This is an optimization exercise on Yosys and OpenROAD, whose aim is small area, a short achievable clock period and few clock cycles per item, not a production implementation.
Only the layout flow was run in this run; the RTL was not checked for function there.

===== design/flow/design.v =====
`timescale 1ns / 1ps
module btc_sha256d(
    input clk,
    input rst_n,
    input start,
    input [639:0] header,
    output done,
    output [255:0] hash
    );
    localparam [31:0] IV0 = 32'h6a09e667, IV1 = 32'hbb67ae85,
                      IV2 = 32'h3c6ef372, IV3 = 32'ha54ff53a,
                      IV4 = 32'h510e527f, IV5 = 32'h9b05688c,
                      IV6 = 32'h1f83d9ab, IV7 = 32'h5be0cd19;
    function [31:0] kc;
        input [5:0] i;
        begin
            case (i)
                6'd0: kc = 32'h428a2f98; 6'd1: kc = 32'h71374491; 6'd2: kc = 32'hb5c0fbcf; 6'd3: kc = 32'he9b5dba5;
                6'd4: kc = 32'h3956c25b; 6'd5: kc = 32'h59f111f1; 6'd6: kc = 32'h923f82a4; 6'd7: kc = 32'hab1c5ed5;
                6'd8: kc = 32'hd807aa98; 6'd9: kc = 32'h12835b01; 6'd10: kc = 32'h243185be; 6'd11: kc = 32'h550c7dc3;
                6'd12: kc = 32'h72be5d74; 6'd13: kc = 32'h80deb1fe; 6'd14: kc = 32'h9bdc06a7; 6'd15: kc = 32'hc19bf174;
                6'd16: kc = 32'he49b69c1; 6'd17: kc = 32'hefbe4786; 6'd18: kc = 32'h0fc19dc6; 6'd19: kc = 32'h240ca1cc;
                6'd20: kc = 32'h2de92c6f; 6'd21: kc = 32'h4a7484aa; 6'd22: kc = 32'h5cb0a9dc; 6'd23: kc = 32'h76f988da;
                6'd24: kc = 32'h983e5152; 6'd25: kc = 32'ha831c66d; 6'd26: kc = 32'hb00327c8; 6'd27: kc = 32'hbf597fc7;
                6'd28: kc = 32'hc6e00bf3; 6'd29: kc = 32'hd5a79147; 6'd30: kc = 32'h06ca6351; 6'd31: kc = 32'h14292967;
                6'd32: kc = 32'h27b70a85; 6'd33: kc = 32'h2e1b2138; 6'd34: kc = 32'h4d2c6dfc; 6'd35: kc = 32'h53380d13;
                6'd36: kc = 32'h650a7354; 6'd37: kc = 32'h766a0abb; 6'd38: kc = 32'h81c2c92e; 6'd39: kc = 32'h92722c85;
                6'd40: kc = 32'ha2bfe8a1; 6'd41: kc = 32'ha81a664b; 6'd42: kc = 32'hc24b8b70; 6'd43: kc = 32'hc76c51a3;
                6'd44: kc = 32'hd192e819; 6'd45: kc = 32'hd6990624; 6'd46: kc = 32'hf40e3585; 6'd47: kc = 32'h106aa070;
                6'd48: kc = 32'h19a4c116; 6'd49: kc = 32'h1e376c08; 6'd50: kc = 32'h2748774c; 6'd51: kc = 32'h34b0bcb5;
                6'd52: kc = 32'h391c0cb3; 6'd53: kc = 32'h4ed8aa4a; 6'd54: kc = 32'h5b9cca4f; 6'd55: kc = 32'h682e6ff3;
                6'd56: kc = 32'h748f82ee; 6'd57: kc = 32'h78a5636f; 6'd58: kc = 32'h84c87814; 6'd59: kc = 32'h8cc70208;
                6'd60: kc = 32'h90befffa; 6'd61: kc = 32'ha4506ceb; 6'd62: kc = 32'hbef9a3f7; default: kc = 32'hc67178f2;
            endcase
        end
    endfunction
    reg run, done_r;
    reg [1:0] blk;           
    reg [6:0] t;             
    wire acc   = start & ~run;
    wire b1 = blk == 2'd1, b2 = blk == 2'd2, b3 = blk == 2'd3;
    wire rnd   = run & ~t[6];                          
    wire ff    = run & (t[6:2] == 5'b10000);           
    wire t63 = t == 7'd63, t64 = t == 7'd64, t65 = t == 7'd65, t66 = t == 7'd66,
         t67 = t == 7'd67, t68 = t == 7'd68, t127 = t == 7'd127;
    wire shift_e = rnd | ff | t68 | t127;              
    wire shift_a = rnd | ff;                           
    always @(posedge clk) begin
        if (!rst_n) begin
            run <= 1'b0;
            done_r <= 1'b0;
        end else if (acc) begin
            run <= 1'b1;
            done_r <= 1'b0;
            blk <= 2'd1;
            t <= 7'd127;
        end else if (run) begin
            if ((b1 & t67) | (b2 & t68)) begin
                t <= 7'd0;
                blk <= blk + 2'd1;
            end else if (b3 & t67) begin
                run <= 1'b0;
                done_r <= 1'b1;
            end else
                t <= t + 7'd1;
        end
    end
    assign done = done_r;
    reg [31:0] a, b, c, d, e, f, g, p;
    reg [511:0] wv;                          
    reg [31:0] xr0, xr1, xr2, xr3, yr0, yr1, yr2, yr3;
    wire [31:0] w0 = wv[31:0], w1 = wv[63:32], w9 = wv[319:288],
                w14 = wv[479:448], w15 = wv[511:480];
    wire [31:0] S0 = {a[1:0], a[31:2]} ^ {a[12:0], a[31:13]} ^ {a[21:0], a[31:22]};
    wire [31:0] S1 = {e[5:0], e[31:6]} ^ {e[10:0], e[31:11]} ^ {e[24:0], e[31:25]};
    wire [31:0] ch = (e & f) ^ (~e & g);
    wire [31:0] mj = (a & b) ^ (a & c) ^ (b & c);
    wire [31:0] T1 = p + S1 + ch;
    wire [31:0] a_new = T1 + S0 + mj;
    wire [31:0] e_new = T1 + d;
    wire [31:0] s0 = {w1[6:0], w1[31:7]} ^ {w1[17:0], w1[31:18]} ^ {3'b0, w1[31:3]};
    wire [31:0] s1 = {w14[16:0], w14[31:17]} ^ {w14[18:0], w14[31:19]} ^ {10'b0, w14[31:10]};
    wire [31:0] sched = s1 + w9 + s0 + w0;
    reg [31:0] ky;
    always @* begin
        if (t127 | t68 | (t67 & b1)) ky = kc(6'd0);
        else if (~t[6] & ~t63) ky = kc(t[5:0] + 6'd1);
        else if (b2 | t67) ky = 32'd0;
        else if (t63) ky = IV7;
        else if (t64) ky = IV6;
        else if (t65) ky = IV5;
        else ky = IV4;
    end
    wire use_w = t127 | t68 | (t67 & b1) | (~t[6] & ~t63);
    wire use_y = b2 & (t63 | t64 | t65 | t66);
    wire [31:0] wy = ({32{use_w}} & w15) | ({32{use_y}} & yr3);
    wire [31:0] pre = g + ky + wy;
    reg [31:0] ivx;
    always @* begin
        case (t[1:0])
            2'd0: ivx = IV3;
            2'd1: ivx = IV2;
            2'd2: ivx = IV1;
            default: ivx = IV0;
        endcase
    end
    wire [31:0] ffa = d + (b2 ? xr3 : ivx);
    reg [31:0] ive;
    always @* begin
        if (t65) ive = IV7;
        else if (t66) ive = IV6;
        else if (t67) ive = IV5;
        else ive = IV4;
    end
    wire [31:0] hw [0:19];
    genvar gi;
    generate
        for (gi = 0; gi < 20; gi = gi + 1) begin : hwords
            assign hw[gi] = header[639 - 32*gi -: 32];
        end
    endgenerate
    wire [19:0] hsel;
    assign hsel[0] = ~run;
    assign hsel[1] = run & t127;
    generate
        for (gi = 2; gi < 16; gi = gi + 1) begin : hs
            assign hsel[gi] = run & b1 & (t == gi - 2);
        end
    endgenerate
    assign hsel[16] = run & b1 & t66;
    assign hsel[17] = run & b1 & t67;
    assign hsel[18] = run & b2 & (t == 7'd0);
    assign hsel[19] = run & b2 & (t == 7'd1);
    wire sel_sched = run & ~t[6] & (t[5:4] != 2'b00 | t[3:1] == 3'b111);   
    wire sel_80  = run & ((b2 & t == 7'd2) | (b3 & t == 7'd6));
    wire sel_280 = run & b2 & t == 7'd13;
    wire sel_100 = run & b3 & t == 7'd13;
    wire sel_ffa = run & b2 & t67;
    wire sel_x1  = run & ((b2 & t68) | (b3 & t == 7'd1));
    wire sel_x3  = run & b3 & t == 7'd0;
    wire sel_y0  = run & b3 & (t == 7'd2 | t == 7'd4);
    wire sel_y2  = run & b3 & (t == 7'd3 | t == 7'd5);
    reg [31:0] wnext;
    integer k;
    always @* begin
        wnext = ({32{sel_sched}} & sched) | ({32{sel_ffa}} & ffa) |
                ({32{sel_x1}} & xr1) | ({32{sel_x3}} & xr3) |
                ({32{sel_y0}} & yr0) | ({32{sel_y2}} & yr2);
        wnext[31] = wnext[31] | sel_80;
        wnext[9] = wnext[9] | sel_280;
        wnext[7] = wnext[7] | sel_280;
        wnext[8] = wnext[8] | sel_100;
        for (k = 0; k < 20; k = k + 1)
            wnext = wnext | ({32{hsel[k]}} & hw[k]);
    end
    always @(posedge clk) begin
        wv <= {wnext, wv[511:32]};
        xr0 <= (run & ff) ? ffa : xr3;
        xr1 <= xr0; xr2 <= xr1; xr3 <= xr2;
        yr0 <= (run & (t63 | t64 | t65 | t66)) ? pre : yr3;
        yr1 <= yr0; yr2 <= yr1; yr3 <= yr2;
        if (acc) begin
            a <= IV0; b <= IV1; c <= IV2; d <= IV3;
        end else if (shift_a) begin
            a <= rnd ? a_new : (b2 ? ivx : ffa);
            b <= a; c <= b; d <= c;
        end
        if (acc) begin
            e <= IV5; f <= IV6; g <= IV7;
        end else if (shift_e) begin
            e <= rnd ? e_new : ((ff & ~b2) ? p : ive);
            f <= e; g <= f;
        end
        if (run) p <= pre;
    end
    assign hash = {p[7:0], p[15:8], p[23:16], p[31:24], g[7:0], g[15:8], g[23:16], g[31:24],
                   f[7:0], f[15:8], f[23:16], f[31:24], e[7:0], e[15:8], e[23:16], e[31:24],
                   d[7:0], d[15:8], d[23:16], d[31:24], c[7:0], c[15:8], c[23:16], c[31:24],
                   b[7:0], b[15:8], b[23:16], b[31:24], a[7:0], a[15:8], a[23:16], a[31:24]};
endmodule

===== design/flow/run.sh =====
#!/bin/bash
# synth_recipe.tcl (not shown) runs the flow's synth.tcl, then flattens the netlist and writes it again
# the make line also repeats each setting of config.mk as NAME=value (left out here)
make -C /OpenROAD-flow-scripts/flow DESIGN_CONFIG=/design/flow/config.mk WORK_HOME=/design/flow/orfs CLKGATE_MAP_FILE= SYNTH_SCRIPT=/design/flow/synth_recipe.tcl finish

===== design/flow/config.mk =====
export PLATFORM = sky130hd
export DESIGN_NAME = btc_sha256d
export DESIGN_NICKNAME = btc_sha256d
export VERILOG_FILES = /design/flow/design.v
export SDC_FILE = /design/flow/constraint.sdc
export NUM_CORES = 8
export LEC_CHECK = 0
export CAP_MARGIN = 20
export CORE_MARGIN = 2
export CORE_UTILIZATION = 40
export SLEW_MARGIN = 20

===== design/flow/constraint.sdc =====
create_clock -name core_clock -period 12.0 [get_ports {clk}]
set_input_delay 2.4000 -clock core_clock [delete_from_list [all_inputs] [get_ports {clk}]]
set_output_delay 2.4000 -clock core_clock [all_outputs]
set_load 0.01 [all_outputs]

==> summary.txt <==
==> worst paths after layout <==
kind | startpoint | end | slack, ps | cells past startpoint
setup / recovery | t[1] | yr0[15] | 4330 | 24
hold / removal | wv[415] | wv[383] | 270 | 0
setup reg to reg | t[1] | yr0[15] | 4330 | 24
hold reg to reg | wv[415] | wv[383] | 270 | 0
==> logic make-up (layout without fill, tap and decap cells) <==
group           count (synthesis)  count (layout)  synth area share
xor+xnor                      420             420            0.0729
compound gates               1512            1512             0.208
simple gates                 1341            1341             0.116
buf+inv                       729            1584            0.0545
flops                        1035            1035             0.418
fa+ha+maj                     367             367             0.115
mux                            74              74            0.0162
other cells                     0              27                 0
==> metal layers <==
metal | vias up | GRT usage
li1 | 20900 | -
met1 | 25000 | 0.630
met5 | - | 0
met2 | 3990 | 0.659
met3 | 866 | 0.138
met4 | 24 | 0.336
==> cell type report <==
cell class | count | area share
repair buffers | 1005 | 0.151
inverters | 389 | 0.0224
clock inverters | 49 | 0.0108
clock buffers | 141 | 0.0452
well taps | 1650 | 0.0317
multi-input cells | 3714 | 0.414
flip-flops and latches | 1035 | 0.324
diodes | 27 | 0.00104
==> worst max-delay path, cell delays in order, from the launching register on <==
cell and delay [ps]:
edfxtp_1 390, buf_4 330, inv_1 280, ha_1 260, buf_4 260, inv_1 520, nand2_1 540, nor2_1 550
nor2_1 110, a211oi_1 290, a311o_1 180, a31oi_1 170, fa_1 530, ha_1 170, inv_1 60, fa_1 460
nor2b_1 170, o31a_1 240, o41ai_4 100, a211oi_1 360, o21a_1 180, o21a_1 150, o21a_1 160, nor3_1 70
o31ai_1 870
==> stage by stage <==
| step | utilization | cell area [um^2] | setup WS (ps) | hold WS (ps) |
|---|---|---|---|---|
| after floorplan | - | 50600 | 5500 | 310 |
| after global placement | 0.489 | 61400 | 4710 | 310 |
| after detailed placement | 0.489 | 61400 | 4730 | 312 |
| after CTS | 0.518 | 65100 | 4680 | 267 |
| after global routing | 0.519 | 65200 | 4100 | 274 |
| final | 0.519 | 65200 | 4330 | 274 |
==> synth_stat cells, drive strengths merged, types with 151 or more instances <==
cell type and count:
dfxtp 994, nand2 645, inv 386, a21oi 334, clkbuf 301, nor2 263, o21ai 262, xnor2 242
ha 204, nand3 182, xor2 178, fa 161, a22oi 151
==> cells in the final DEF (no fill, tap or decap), types with 27 or more instances in the layout <==
cell,instances
edfxtp_1,41
nor3_1,43
nand4_1,57
a22oi_1,151
o21a_1,40
mux2i_1,36
buf_4,102
a31oi_1,28
a221oi_1,86
fa_1,161
dfxtp_1,993
clkbuf_16,106
xnor2_1,239
nand2_1,641
a22o_1,80
clkdlybuf4s50_1,899
nor2b_1,27
a21oi_1,326
xor2_1,175
inv_1,384
nor2_1,243
nand3_1,182
a21o_1,122
diode_2,27
o21ai_0,243
a222oi_1,66
ha_1,202
mux2_2,33
nand2b_1,38
o211ai_1,63
a211oi_1,50
==> results by group <==
Layout
  – FF/Latch Area: 0.0211 mm^2
  – Most flops, register: wv
  – Area Overhead vs Synth: 28.9%
  – Area of the multi-input gates: 0.0270 mm^2
  – Fillers: 11.6k
  – Cell Count, Final, Fillers Out: 8010
  – Layout cells sized above 1: 0.0610
  – Nets: 7257
  – Max reg flops: 512

Timing
  – Final setup TNS: 0 ps
  – Fin. max-slew vios: 0
  – Worst slew margin: 0.0600
  – Clock Skew: 64.5 ps
  – Hold Violations, Final: 0
  – Setup violations, final: 0
  – F_max: 0.130 GHz
  – Final min period: 7670 ps
  – Worst-Margin Slew: 1400 ps
  – RSZ-0062 raised after global routing: no
  – Final Cycle Share: 0.639

Global route
  – Total GRT Usage: 0.475
  – Aggregate global routing overflow: 0
  – Initial antenna violation count: 54
  – Vias in the first global route: 46.9k
  – Global-route wire length before repair: 420 mm
  – Largest net degree at the start of global routing: 104

CTS
  – Clk buf depth: 3
  – H-tree depth: 3
  – Clock sinks: 1035
  – CTS buffer count: 104
  – Clock root buffer: clkbuf_16
  – Postcts setup bufs: 0
  – CTS clk-pin slew, worst paths: 70 ps
  – Gates resized, CTS repair: 0
  – Hold Buf Count CTS: 0
  – Clock insertion delay at the later pin of the skew report: 770 ps
  – CTS tree: built

Drt
  – Drt initial violations: 8413
  – WL/cell: 39.8 um
  – Residual DRC count: 0
  – Met2 WL: 127 mm
  – M1 WL: 124 mm
  – Detailed Routing Iterations Pass 1: 7
  – DR vias: 50.7k
  – Antenna Nets Post-Route: 0
  – Total wire length: 319 mm
  – Metal3 WL: 39.5 mm
  – Highest metal used: met5
  – Via density: 6.33

Logic synthesis
  – Area fraction of the dominant cell type after synthesis: 0.393
  – Mapped Avg Cell Area: 9.24 um^2
  – Asr flop ratio synth: 0
  – Register area share after synthesis: 0.418
  – Synth area leader: dfxtp_1
  – Yosys warns: 1
  – Mapped cell area: 0.0506 mm^2
  – Unique masters post-synth: 86
  – Post-synth EDFFs: 41
  – Mapped Nets: 6486
  – Area contributors post-synth: dfxtp_1, fa_1, ha_1
  – Post-synth top flop: dfxtp_1
  – Seq cells post-synth: 1035
  – Post-Syn Instances: 5478

Placement
  – Detailed Place HPWL: 256 mm
  – Final GP Congestion: 1.17
  – # port buffers: 899
  – Dpl cells: 7791

Die
  – Number of I/O pins: 900
  – Die X: 360 um
  – Core area: 0.126 mm^2
  – Initial core utilization: 0.403
  – Site row count: 130
  – Die area: 0.129 mm^2
  – Die Y: 360 um

Critical path
  – Crit Path Category: flop to flop
  – CP Capture Type: flop
  – Worst Setup Start Kind: flop
  – CP max FO: 23
  – Worst EP arrival: 8190 ps
  – Crit path required time: 12530 ps

Run
  – MaxCap Viol Count: 0

Status
  – Status: no timing/DRC/antenna violations

Worst hold path
  – Class of the worst hold path: flop to flop

[static timing again, ports no longer ideal]
The flow's constraints put no driver on any port. The routed layout listed below was extracted and timed again, unchanged, in two steps.
Step 1: set_driving_cell puts a clkbuf_16 on clk and a buf_2 on each other input, an assumption about the parent block.
Step 2 adds t to the input delays and takes it off the output delays; t is the mean of the earliest and latest rising clock arrival at the registers after step 1. Input paths then give back, and output paths get back, about the clock's delay inside the block.
Three values: no drivers, after step 1, after step 2; two values: the first two.
t, ns: 0.820
setup WS [ns]: 4.335 / 4.335 / 4.335
slew at the worst register clock pin (ns): 0.08 / 0.08
After both steps this run still meets setup and hold. The setup slack of this run moves by 0.000 ns with the drivers and by 0.000 ns with both steps.
